This is an optimization exercise on Yosys and OpenROAD, whose aim is a short achievable clock period and few clock cycles, not a production implementation. Power figures rest on the tool's default switching activity, not on a simulated workload.

==> build 31 <==
## MultiCPU
module MultiCPU(
    input clk,
    input reset,
    input [31:0] Data_in,
    output mem_w,
    output [2:0] RAMCtrl,
    output [31:0] Data_out,
    output [31:0] Addr_out
    );
Settings: LEC_CHECK=0, CAP_MARGIN=30, CELL_PAD_IN_SITES_DETAIL_PLACEMENT=1, CELL_PAD_IN_SITES_GLOBAL_PLACEMENT=1, CORE_MARGIN=2, CORE_UTILIZATION=40, PLACE_DENSITY=0.55, SLEW_MARGIN=30, SYNTH_HIERARCHICAL=1, SYNTH_MINIMUM_KEEP_SIZE=0; clock period 13.0 ns.
standard.sh (not shown) runs the stock make flow with config.mk's settings and CLKGATE_MAP_FILE= SYNTH_SCRIPT=/design/flow/synth_recipe.tcl, a recipe that flattens the netlist after the stock synthesis.
==> flow/flow/run.sh <==
#!/bin/bash
set -euo pipefail
cd "$(dirname "$0")/.."
MARGIN=$(cat flow/setup_margin.txt)
bash standard.sh SETUP_SLACK_MARGIN=$MARGIN finish > flow_make.log 2>&1
==> flow/flow/setup_margin.txt <==
8.5
==> build 30: changes against build 31 <==
--- a/flow/design.v
+++ b/flow/design.v
@@ -159,17 +159,16 @@
     wire w1 = (rdW1 != 5'd0) && (rdW1 == r);
     wire w0 = (rdW0 != 5'd0) && (rdW0 == r) && !w1;
     assign v = w1 ? resW1 : w0 ? resW0 : acc;
 endmodule
 module CpuAgu(
     input  [32*32-1:0] rf,
     input  [4:0]       r,
     input  [31:1]      oh,
-    input  [31:1]      ohL,      
     input  [4:0]       rdW0,
     input  [31:0]      resW0,
     input  [4:0]       rdW1,
     input  [31:0]      resW1,
     input  [11:0]      off,
     output [31:0]      v,
     output [11:0]      ad
     );
@@ -178,46 +177,23 @@
     always @(*) begin
         acc = 32'd0;
         for (k = 1; k < 32; k = k + 1)
             acc = acc | ({32{oh[k]}} & rf[k*32 +: 32]);
     end
     wire w1 = (rdW1 != 5'd0) && (rdW1 == r);
     wire w0 = (rdW0 != 5'd0) && (rdW0 == r) && !w1;
     assign v  = w1 ? resW1 : w0 ? resW0 : acc;
-    reg [11:0] accL;
-    always @(*) begin
-        accL = 12'd0;
-        for (k = 1; k < 32; k = k + 1)
-            accL = accL | ({12{ohL[k]}} & rf[k*32 +: 12]);
-    end
     wire [11:0] ad1, ad0, adr;
-    CpuAdd12 a1(.a(resW1[11:0]), .b(off), .s(ad1));
-    CpuAdd12 a0(.a(resW0[11:0]), .b(off), .s(ad0));
-    CpuAdd12 ar(.a(accL),        .b(off), .s(adr));
+    wire        c1, c0, cr;
+    CpuAdd #(12) a1(.a(resW1[11:0]), .b(off), .cin(1'b0), .s(ad1), .cout(c1));
+    CpuAdd #(12) a0(.a(resW0[11:0]), .b(off), .cin(1'b0), .s(ad0), .cout(c0));
+    CpuAdd #(12) ar(.a(acc[11:0]),   .b(off), .cin(1'b0), .s(adr), .cout(cr));
     assign ad = w1 ? ad1 : w0 ? ad0 : adr;
 endmodule
-module CpuAdd12(
-    input  [11:0] a,
-    input  [11:0] b,
-    output [11:0] s
-    );
-    assign s = a + b;
-endmodule
-module CpuOh(
-    input  [4:0]  r,
-    output [31:1] oh
-    );
-    genvar k;
-    generate
-        for (k = 1; k < 32; k = k + 1) begin : d
-            assign oh[k] = (r == k);
-        end
-    endgenerate
-endmodule
 `timescale 1ns / 1ps
 module CpuDec(
     input  [31:0] ir,
     output [4:0]  rs,
     output [4:0]  rt,
     output [4:0]  dst,           
     output        usesRs,
     output        usesRt,
@@ -333,17 +309,16 @@
     reg         mpend;
     reg  [31:0] mpc;
     reg         memE;                
     reg  [31:0] aout;
     reg  [2:0]  ctlE;
     reg         v0, v1;
     reg  [31:0] ir0, ir1, pc0, pc1, pn0, pn1;
     reg  [31:1] os0, ot0, os1, ot1;   
-    reg  [31:1] ol0, ol1;             
     reg  [4:0]  rdE0, rdE1;
     reg  [31:0] opA0, opB0, imE0, opA1, opB1, imE1;
     reg         fA0w0, fA0w1, fB0w0, fB0w1, fA1w0, fA1w1, fB1w0, fB1w1;
     reg         fA0r, fB0r, fA1r, fB1r;   
     reg  [4:0]  shE0, shE1;          
     reg         bgE0, bgE1;
     reg         fS0w0, fS0w1, fS1w0, fS1w1;
     reg  [11:0] fnE0, fnE1;          
@@ -356,16 +331,17 @@
     reg         jrw;
     reg  [31:0] jrX, jrY;
     reg         bEq, bNe, bGez, bAlw, bJr, cslot;
     reg         bNv;                 
     reg         vE1;                 
     reg         tZ, tN, mZ, mN, sZ, sN, skE;
     reg         nc;                  
     reg  [31:0] tgtE, fallE, pnE;
+    reg  [31:0] tgtJ;                
     reg  [10:0] pidxE;               
     reg         fusE;
     reg  [5:0]  kE;
     reg  [31:0] kq;
     reg  [4:0]  rdW0, rdW1;
     reg  [31:0] resW0, resW1;
     reg  [4:0]  rdR0, rdR1, rdS0, rdS1;
     reg  [31:0] resR0, resR1, resS0, resS1;
@@ -407,19 +383,16 @@
     wire [TW-1:0] eg1 = sw ? rg0 : rg1;
     wire [31:0] ed1  = sw ? rd0 : rd1;
     wire        hit0 = ev0 && (eg0 == iF[10:LB+1]);
     wire        hit1 = ev1 && (eg1 == tg2);
     wire        byp  = !memE && (fa == iF);
     wire        fv0  = (hit0 | byp) & !mpend;
     wire [31:0] fi0  = byp ? Data_in : ed0;
     reg  [31:1] ofs0, oft0, ofs1, oft1;
-    wire [31:1] ofl0, ofl1;
-    CpuOh ohl0(.r(fi0[25:21]), .oh(ofl0));
-    CpuOh ohl1(.r(ed1[25:21]), .oh(ofl1));
     always @(*) begin
         for (e = 1; e < 32; e = e + 1) begin
             ofs0[e] = (fi0[25:21] == e);
             oft0[e] = (fi0[20:16] == e);
             ofs1[e] = (ed1[25:21] == e);
             oft1[e] = (ed1[20:16] == e);
         end
     end
@@ -462,20 +435,20 @@
                 .isLd(ldB), .isSt(stB), .isJr(jrB), .isJ(jB), .isBeq(beqB), .isBne(bneB),
                 .isBgez(bgzB), .isBr(brB), .isCtl(ctB), .isSh(shB), .isIalu(iaB), .isLui(luB),
                 .oImm(imB), .simm(simB), .ctl(mcB), .fk(fkB),
                 .oAdd(fnB[10]), .oSub(fnB[9]), .oAnd(fnB[8]), .oOr(fnB[7]), .oXor(fnB[6]),
                 .oNor(fnB[5]), .oSlt(fnB[4]), .oSltu(fnB[3]), .oSll(fnB[2]), .oSr(fnB[1]),
                 .oSra(fnB[0]));
     wire [31:0] rsVa, rtVa, rsVb, rtVb;
     wire [11:0] ldAdA, ldAdB;
-    CpuAgu rpa(.rf(rf), .r(rsa), .oh(os0), .ohL(ol0), .rdW0(rdW0), .resW0(resW0), .rdW1(rdW1), .resW1(resW1),
+    CpuAgu rpa(.rf(rf), .r(rsa), .oh(os0), .rdW0(rdW0), .resW0(resW0), .rdW1(rdW1), .resW1(resW1),
                .off(simA[11:0]), .v(rsVa), .ad(ldAdA));
     CpuRd rpb(.rf(rf), .r(rta), .oh(ot0), .rdW0(rdW0), .resW0(resW0), .rdW1(rdW1), .resW1(resW1), .v(rtVa));
-    CpuAgu rpc(.rf(rg), .r(rsb), .oh(os1), .ohL(ol1), .rdW0(rdW0), .resW0(resW0), .rdW1(rdW1), .resW1(resW1),
+    CpuAgu rpc(.rf(rg), .r(rsb), .oh(os1), .rdW0(rdW0), .resW0(resW0), .rdW1(rdW1), .resW1(resW1),
                .off(simB[11:0]), .v(rsVb), .ad(ldAdB));
     CpuRd rpd(.rf(rg), .r(rtb), .oh(ot1), .rdW0(rdW0), .resW0(resW0), .rdW1(rdW1), .resW1(resW1), .v(rtVb));
     wire hE0sa = (rdE0 != 5'd0) && (rdE0 == rsa);
     wire hE1sa = (rdE1 != 5'd0) && (rdE1 == rsa);
     wire hE0ta = (rdE0 != 5'd0) && (rdE0 == rta);
     wire hE1ta = (rdE1 != 5'd0) && (rdE1 == rta);
     wire hE0sb = (rdE0 != 5'd0) && (rdE0 == rsb);
     wire hE1sb = (rdE1 != 5'd0) && (rdE1 == rsb);
@@ -496,18 +469,18 @@
     wire iss0 = v0 && !agiA && !(slowA && !jrw);
     wire iss1 = iss0 && v1 && !agiB && !slowB && (!rawBA || fuseB) &&
                 !(memA && memB && !(ldA && stB)) && !(ctA && ctB);
     wire [31:0] jrS  = jrX + jrY;
     wire [31:0] pc2a = pc0 + 32'd2;
     wire [31:0] pc2b = pc1 + 32'd2;
     wire [31:0] btgA = {pc0[31:1], 1'b1} + {simA[30:0], 1'b1};    
     wire [31:0] btgB = {pc1[31:1], 1'b1} + {simB[30:0], 1'b1};
-    wire [31:0] tgtA  = jA ? {pc2a[31:27], ir0[25:0], 1'b0} : brA ? btgA : jrw ? jrS : rsVa;
-    wire [31:0] tgtB  = jB ? {pc2b[31:27], ir1[25:0], 1'b0} : brB ? btgB : rsVb;
+    wire [31:0] tgtA  = jA ? {pc2a[31:27], ir0[25:0], 1'b0} : btgA;
+    wire [31:0] tgtB  = jB ? {pc2b[31:27], ir1[25:0], 1'b0} : btgB;
     wire [31:0] resE0, resE1, sum0, sum1;
     wire        eq0, eq1, sg0, sg1, condF, cf1;
     CpuExe ex0(.opA(opA0), .opB(opB0), .resW0(resW0), .resW1(resW1), .cW0(resC0), .cW1(resC1),
                .fAw1(fA0w1), .fAw0(fA0w0), .fAr(fA0r), .fBw1(fB0w1), .fBw0(fB0w0), .fBr(fB0r),
                .shE(shE0), .bgE(bgE0), .fSw1(fS0w1), .fSw0(fS0w0), .imm(imE0),
                .oAdd(fnE0[11]), .oSub(fnE0[10]), .oAnd(fnE0[9]), .oOr(fnE0[8]), .oXor(fnE0[7]),
                .oNor(fnE0[6]), .oSlt(fnE0[5]), .oSltu(fnE0[4]), .oSll(fnE0[3]), .oSr(fnE0[2]),
                .oSra(fnE0[1]), .oImm(fnE0[0]), .ld(ldE0), .Data_in(Data_in), .k(kE), .kq(kq),
@@ -520,17 +493,17 @@
                .oSra(fnE1[1]), .oImm(fnE1[0]), .ld(ldE1), .Data_in(Data_in), .k(6'd0), .kq(32'd0),
                .res(resE1), .resR(resER1), .resS(resES1), .resC(resEC1), .sum(sum1), .eq(eq1), .sgn(sg1), .condF(cf1));
     wire [31:0] D0    = fD0w1 ? resW1 : fD0w0 ? resW0 : opD0;
     wire [31:0] D1    = fD1w1 ? resW1 : fD1w0 ? resW0 : opD1;
     wire        eqC   = fusE ? condF : cslot ? eq1 : eq0;
     wire        sgC   = cslot ? sg1 : sg0;
     wire        cnd   = bGez ? ~sgC : eqC;
     wire        taken = cnd ? tZ : tN;
-    wire        misp  = bJr ? (tgtE != pnE) : cnd ? mZ : mN;
+    wire        misp  = bJr ? (tgtJ != pnE) : cnd ? mZ : mN;
     wire        shTk  = cnd ? sZ : sN;
     wire        shAct = skE;
     wire        null0 = shTk | nc;                    
     wire [31:0] redir = taken ? tgtE : fallE;
     wire        kill1 = misp & ~cslot;
     reg         updEn, updAlw, updTk;
     reg  [10:0] updIdx, updTgt;
     reg  [NE-1:0] um;
@@ -561,17 +534,17 @@
     wire keep2  = v0 && !iss0 && v1;         
     wire keepS0 = v0 && !iss0 && !v1;        
     wire shift1 = iss0 && !iss1 && v1;       
     wire r1     = keepS0 | shift1;
     wire r0     = !keep2 && !r1;
     wire e0     = r0 || r1;
     wire e1     = r0 && !byp && !pt0;
     wire [31:0] pcSpec = e1 ? pnF1 : e0 ? pnF0 : pcF;
-    wire        jrM   = bJr & (tgtE != pnE);
+    wire        jrM   = bJr & (tgtJ != pnE);
     wire [31:0] pcNx  = mpend ? mpc : pcSpec;
     wire [31:0] pcZ   = (!bJr & mZ) ? (tZ ? tgtE : fallE) : pcNx;
     wire [31:0] pcN   = (!bJr & mN) ? (tN ? tgtE : fallE) : pcNx;
     wire mev    = !mpend && ((e0 && !(hit0 | byp)) || (e1 && !hit1));
     wire [31:0] pcFix  = (hit0 | byp) ? pc2F : pcF;
     wire [10:0] fan = mpend ? fa :
                       (!hit0 && !byp) ? iF :
                       (e1 && !hit1) ? pc2F[11:1] :
@@ -612,17 +585,17 @@
             rdW1 <= 5'd0;
             rdR0 <= 5'd0;
             rdR1 <= 5'd0;
             rdS0 <= 5'd0;
             rdS1 <= 5'd0;
             cv0  <= {NB{1'b0}};
             cv1  <= {NB{1'b0}};
         end else begin
-            pcF <= jrM ? tgtE : cnd ? pcZ : pcN;
+            pcF <= jrM ? tgtJ : cnd ? pcZ : pcN;
             if (misp) begin
                 v0  <= 1'b0;
                 v1  <= 1'b0;
             end else begin
                 v0 <= keep2 | r1 | fv0;
                 v1 <= keep2 | (r1 ? fv0 : fv1);
             end
             mpend <= !misp && mev;
@@ -676,23 +649,23 @@
                 if (rdR1 == i)      rf[i*32 +: 32] <= resR1;
                 else if (rdR0 == i) rf[i*32 +: 32] <= resR0;
                 if (rdS1 == i)      rg[i*32 +: 32] <= resS1;
                 else if (rdS0 == i) rg[i*32 +: 32] <= resS0;
             end
     end
     always @(posedge clk) begin
         if (r0) begin
-            ir0 <= fi0;  pc0 <= pcF;  pn0 <= pnF0; os0 <= ofs0; ot0 <= oft0; ol0 <= ofl0;
-            ir1 <= ed1;  pc1 <= pc2F; pn1 <= pnF1; os1 <= ofs1; ot1 <= oft1; ol1 <= ofl1;
+            ir0 <= fi0;  pc0 <= pcF;  pn0 <= pnF0; os0 <= ofs0; ot0 <= oft0;
+            ir1 <= ed1;  pc1 <= pc2F; pn1 <= pnF1; os1 <= ofs1; ot1 <= oft1;
         end else if (r1) begin
             if (shift1) begin
-                ir0 <= ir1; pc0 <= pc1; pn0 <= pn1; os0 <= os1; ot0 <= ot1; ol0 <= ol1;
+                ir0 <= ir1; pc0 <= pc1; pn0 <= pn1; os0 <= os1; ot0 <= ot1;
             end
-            ir1 <= fi0;  pc1 <= pcF;  pn1 <= pnF0; os1 <= ofs0; ot1 <= oft0; ol1 <= ofl0;
+            ir1 <= fi0;  pc1 <= pcF;  pn1 <= pnF0; os1 <= ofs0; ot1 <= oft0;
         end
         opA0 <= rsVa;
         opB0 <= shA ? {27'd0, ir0[10:6]} : (iaA | stA) ? simA : rtVa;
         opD0 <= rtVa;
         fD0w1 <= hE1ta;
         fD0w0 <= hE0ta && !hE1ta;
         imE0 <= luA ? {ir0[15:0], 16'd0} : pc2a;
         fA0w1 <= hE1sa;
@@ -736,16 +709,17 @@
         mZ <= bnvD ? ~eqFd : goC & (tZd ? ~eqTd & ~shD : ~eqFd);
         mN <= bnvD ? ~eqFd : goC & (tNd ? ~eqTd & ~shD : ~eqFd);
         sZ <= goC & shD & tZd;
         sN <= goC & shD & tNd;
         skE <= goC & shD;
         kE    <= fkA;
         kq    <= fkA[4] ? (32'd0 - simA) : fnA[2] ? (32'hFFFFFFFF >> ir0[10:6]) : (32'hFFFFFFFF << ir0[10:6]);
         tgtE  <= cA ? tgtA : tgtB;
+        tgtJ  <= cA ? (jrw ? jrS : rsVa) : rsVb;
         fallE <= cA ? pc2a : pc2b;
         pnE   <= cA ? pn0 : pn1;
         pidxE <= cA ? pc0[11:1] : pc1[11:1];
         resW0 <= resE0;
         resW1 <= resE1;
         resR0 <= resER0;
         resR1 <= resER1;
         resS0 <= resES0;
@@ -761,17 +735,17 @@
                 bpm[i*11 +: 11] <= updIdx - 11'd1;
                 btg[i*11 +: 11] <= updTgt;
                 bct[i*2 +: 2]   <= updAlw ? 2'b11 : 2'b10;
             end
         end
         updAlw <= bAlw;
         updTk  <= taken;
         updIdx <= pidxE;
-        updTgt <= tgtE[11:1];
+        updTgt <= bJr ? tgtJ[11:1] : tgtE[11:1];
         fad  <= fa;
         fdat <= Data_in;
         for (i = 0; i < NB; i = i + 1) begin
             if (fv && fad[0] == 1'b0 && fad[LB:1] == i) begin
                 cd0[i*32 +: 32] <= fdat;
                 cg0[i*TW +: TW] <= fad[10:LB+1];
             end
             if (fv && fad[0] == 1'b1 && fad[LB:1] == i) begin
==> results.txt <==
Build 31 finished clean. Build 30 finished but failed the layout checks on antenna violations.
Critical path depth: build 30 is lower than build 31 (1).
In build 30 the synthesized cell count is smaller than in build 31, by about 1.8%.
Final cell count: build 31 is larger than build 30 (about 2.8%).
Of build 31 and build 30, build 30 has the higher first-iteration DRC count (gap 0.25%, measured against build 30).
Against build 30, the sequential cell count of build 31 is higher by 31.
Power: build 30 is lower than build 31 (2.3%).
No functional check of the RTL was part of any run of this note.

==> static timing again, ports no longer ideal <==
The results above use ideal ports. As a check the final layouts listed here were re-extracted and re-timed, cells and wires unchanged. Step 1, drivers: a clkbuf_16 drives clk and a buf_2 each remaining input, both assumed. Step 2 times the ports against the registers' clock, not the clock port: input delays grow and output delays shrink by t, the midpoint of the rising clock arrivals with the driver on. a / b / c = no drivers / after step 1 / after step 2; a / b = the first two.
run	t (ns)	setup WS [ns]	hold slack, ns	clock arrival spread, ns	slew at the worst register clock pin (ns)
build 31	1.353	8.040 / 8.040 / 7.071	0.297 / 0.297 / 0.297	0.133 / 0.134	0.07 / 0.07
build 30	1.310	8.106 / 8.106 / 7.284	0.332 / 0.332 / 0.332	0.118 / 0.118	0.08 / 0.08
For build 31, which loses most, drivers alone change the setup slack by 0.000 ns; drivers and shift together by -0.969 ns.
